This is an optimization exercise on Yosys and OpenROAD, whose aim is small area, not a production implementation.
Function was checked by simulation only, so behaviour that the tests miss may differ from the original.
Power is estimated from default activity; no workload was simulated.

before:
==> flow/design.v <==
`timescale 1ns / 1ps
module synch_fifo #(
    parameter   FIFO_WIDTH = 32,                       
    parameter   FIFO_DEPTH = 16,                       
    parameter   FIFO_PTR = 4                           
) (
    input       clk,                                   
    input       rst_n,                                 
    input       fifo_wren,                             
    input       fifo_rden,                             
    input       [FIFO_WIDTH-1:0] fifo_wrdata,          
    output      [FIFO_WIDTH-1:0] fifo_rddata,          
    output      fifo_full,                             
    output      fifo_empty,                            
    output      [FIFO_PTR:0] fifo_room_avail,          
    output      [FIFO_PTR:0] fifo_data_avail           
);
reg [FIFO_WIDTH-1:0] mem [0:FIFO_DEPTH-1];       
reg [FIFO_PTR-1:0] count;                        
assign fifo_full = (count == FIFO_DEPTH - 1);
assign fifo_empty = (count == 0);
assign fifo_data_avail = {1'b0, count};
assign fifo_room_avail = FIFO_DEPTH - {1'b0, count};
wire shift = fifo_wren && !fifo_full;
integer i;
always @(posedge clk) begin
    if (shift) begin
        mem[0] <= fifo_wrdata;
        for (i = 1; i < FIFO_DEPTH; i = i + 1)
            mem[i] <= mem[i-1];
    end
end
always @(posedge clk or negedge rst_n) begin
    if (!rst_n)
        count <= 0;
    else if (fifo_wren && !fifo_rden && !fifo_full)
        count <= count + 1'b1;
    else if (fifo_rden && !fifo_wren && !fifo_empty)
        count <= count - 1'b1;
end
wire [FIFO_DEPTH-1:0] sel;
fifo_dec u_dec (.a(count), .y(sel));
genvar b, w;
generate
    for (b = 0; b < FIFO_WIDTH; b = b + 1) begin : g_bit
        wire [FIFO_DEPTH-1:0] col;
        for (w = 0; w < FIFO_DEPTH; w = w + 1) begin : g_word
            assign col[w] = mem[w][b];
        end
        wire [5:0] y;
        for (w = 0; w < 5; w = w + 1) begin : g_grp
            fifo_aoi222 u_aoi (.a(col[3*w+2:3*w]), .s(sel[3*w+2:3*w]), .y(y[w]));
        end
        fifo_nand2 u_last (.a(col[15]), .b(sel[15]), .y(y[5]));
        fifo_nand6 u_out (.a(y), .y(fifo_rddata[b]));
    end
endgenerate
endmodule
module fifo_dec (
    input  [3:0] a,
    output [15:0] y
);
assign y = 16'd1 << a;
endmodule
module fifo_aoi222 (
    input  [2:0] a,
    input  [2:0] s,
    output y
);
assign y = ~|(a & s);
endmodule
module fifo_nand2 (
    input  a,
    input  b,
    output y
);
assign y = ~(a & b);
endmodule
module fifo_nand6 (
    input  [5:0] a,
    output y
);
assign y = ~&a;
endmodule
clock: 10.0 ns
lec_check: 0
cap_margin: 20
core_margin: 2
core_utilization: 40
slew_margin: 20
synth_hierarchical: 1
run.sh (not shown) runs the stock make flow with config.mk's settings and CLKGATE_MAP_FILE= SYNTH_SCRIPT=/design/flow/synth_recipe.tcl, a recipe that flattens the netlist after the stock synthesis.
## Diff of input files: after against before
--- a/flow/config.mk
+++ b/flow/config.mk
@@ -10,2 +10,3 @@
 export CORE_UTILIZATION = 40
+export CTS_BUF_LIST = sky130_fd_sc_hd__clkbuf_4
 export SLEW_MARGIN = 20
[summary]
Looking at static power due to leakage across both flows, after is the weaker of the two, with before ahead.
Comparing before and after, the lower count of clock buffers in the final design is on before.
As far as sequential share of layout area is concerned, after and before perform about the same.
Going from before to after, total number of vias grows by 540.
Looking at before and after, the clock buffer and inverter area fraction after layout is a wash.
after has total CTS buffers above what before had.
| number of global-route vias before repair | after vs before | 791 higher |
Relative to before, part of the total power dissipated in combinational logic increased by 0.4 points in after.
Across both runs, power per cell area was lower for after than for before.
| area added between synthesis and finish | after vs before | ≈ equal |
after vs before on cell count: after is the higher one.

* * *

build 10:
synch_fifo, a different RTL version from the one above (not shown whole).
Size: ~520 flip-flops, ~80 I/O pins, about 17000 sq um of cells after synthesis.
Settings: LEC_CHECK=0, CAP_MARGIN=0, CORE_MARGIN=2, CORE_UTILIZATION=60, SLEW_MARGIN=0, SYNTH_HIERARCHICAL=1; clock period 10.0 ns.
standard.sh (not shown) runs the stock make flow with config.mk's settings and CLKGATE_MAP_FILE= SYNTH_SCRIPT=/design/flow/synth_recipe.tcl, a recipe that flattens the netlist after the stock synthesis.
==> flow/flow/run.sh <==
#!/bin/bash
# The standard layout, with smaller port buffers and no CTS dummy loads.
set -euo pipefail
export BUFFER_PORTS_ARGS="-buffer_cell sky130_fd_sc_hd__buf_1"
export CTS_ARGS="-sink_clustering_enable -repair_clock_nets -dont_use_dummy_load -buf_list sky130_fd_sc_hd__clkbuf_4 -sink_clustering_size 10 -sink_clustering_max_diameter 50"
bash standard.sh finish > standard.log 2>&1
Modified inputs, build 30 compared to build 10
Settings: CORE_UTILIZATION: 60 -> 75.
Notes after the runs:
- Top routing layer in use = met4: build 30; top routing layer in use = met5: build 10
- Die: build 30 smaller than build 10
- Going from build 10 to build 30, multi-input combinational gate total essentially unchanged; total via count in the routed design has increased; pin slew with the least headroom to its limit saw a decrease; wire length reported by the detailed router went down about 1.8%; worst hold slack saw little to no change.
- ~same overall power after layout in build 30 and build 10
- Last weighted congestion value of the routability-driven placer: build 30 vs build 10 — no meaningful difference
diff inputs: build 30 => build 29
Settings: swapping 75 for 60 in CORE_UTILIZATION.
==> flow/flow/run.sh <==
#!/bin/bash
# The standard layout, with smaller port buffers and no CTS dummy loads.
set -euo pipefail
export BUFFER_PORTS_ARGS="-buffer_cell sky130_fd_sc_hd__buf_1"
export CTS_ARGS="-sink_clustering_enable -repair_clock_nets -dont_use_dummy_load -buf_list sky130_fd_sc_hd__clkbuf_16 -sink_clustering_size 30 -sink_clustering_max_diameter 100"
bash standard.sh finish > standard.log 2>&1
### Flow results
No stage failed in build 29, and the final checks on the layout all came back clean.
Diff build 29 and build 30: pin count of the biggest net entering global routing higher in build 29
Combinational power share: build 29 < build 30
Sequential power: build 30 vs build 29 — no meaningful difference
Build 29 vs build 30: worst setup slack up
Diff build 30 -> build 29: portion of total power attributed to the clock network went up by 1.5 points; core utilization fell 16 points; clock transition at the registers of the reported paths has remained practically unchanged; total power went up about 1.3%; placed standard-cell area moved up.

-- re-timing with driven ports --
How much do the figures lean on ideal ports? The routed layouts below were timed once more, with nothing changed but the port constraints. Step 1 sets driving cells, clkbuf_16 on the clock port and buf_2 on the other inputs (assumed; they add their load-dependent delay and slew). Step 2 times the ports against the registers' clock, not the clock port: input delays grow and output delays shrink by t, the midpoint of the rising clock arrivals with the driver on. a / b / c = ideal ports / drivers / drivers and shift; a / b = the first two.
| run | shift t [ns] | setup slack, ns | slew at the worst register clock pin (ns) | worst slew at a driven data input, ns |
|---|---|---|---|---|
| before | 0.629 | 4.159 / 4.106 / 4.736 | 0.06 / 0.06 | 0.03 |
| after | 0.835 | 3.902 / 3.850 / 4.686 | 0.08 / 0.08 | 0.03 |
| build 10 | 0.762 | 4.526 / 4.483 / 4.769 | 0.12 / 0.12 | 0.03 |
| build 30 | 0.741 | 4.602 / 4.554 / 5.042 | 0.11 / 0.11 | 0.03 |
| build 29 | 0.569 | 4.674 / 4.622 / 4.906 | 0.11 / 0.11 | 0.03 |
After both steps every run listed still meets setup and hold.
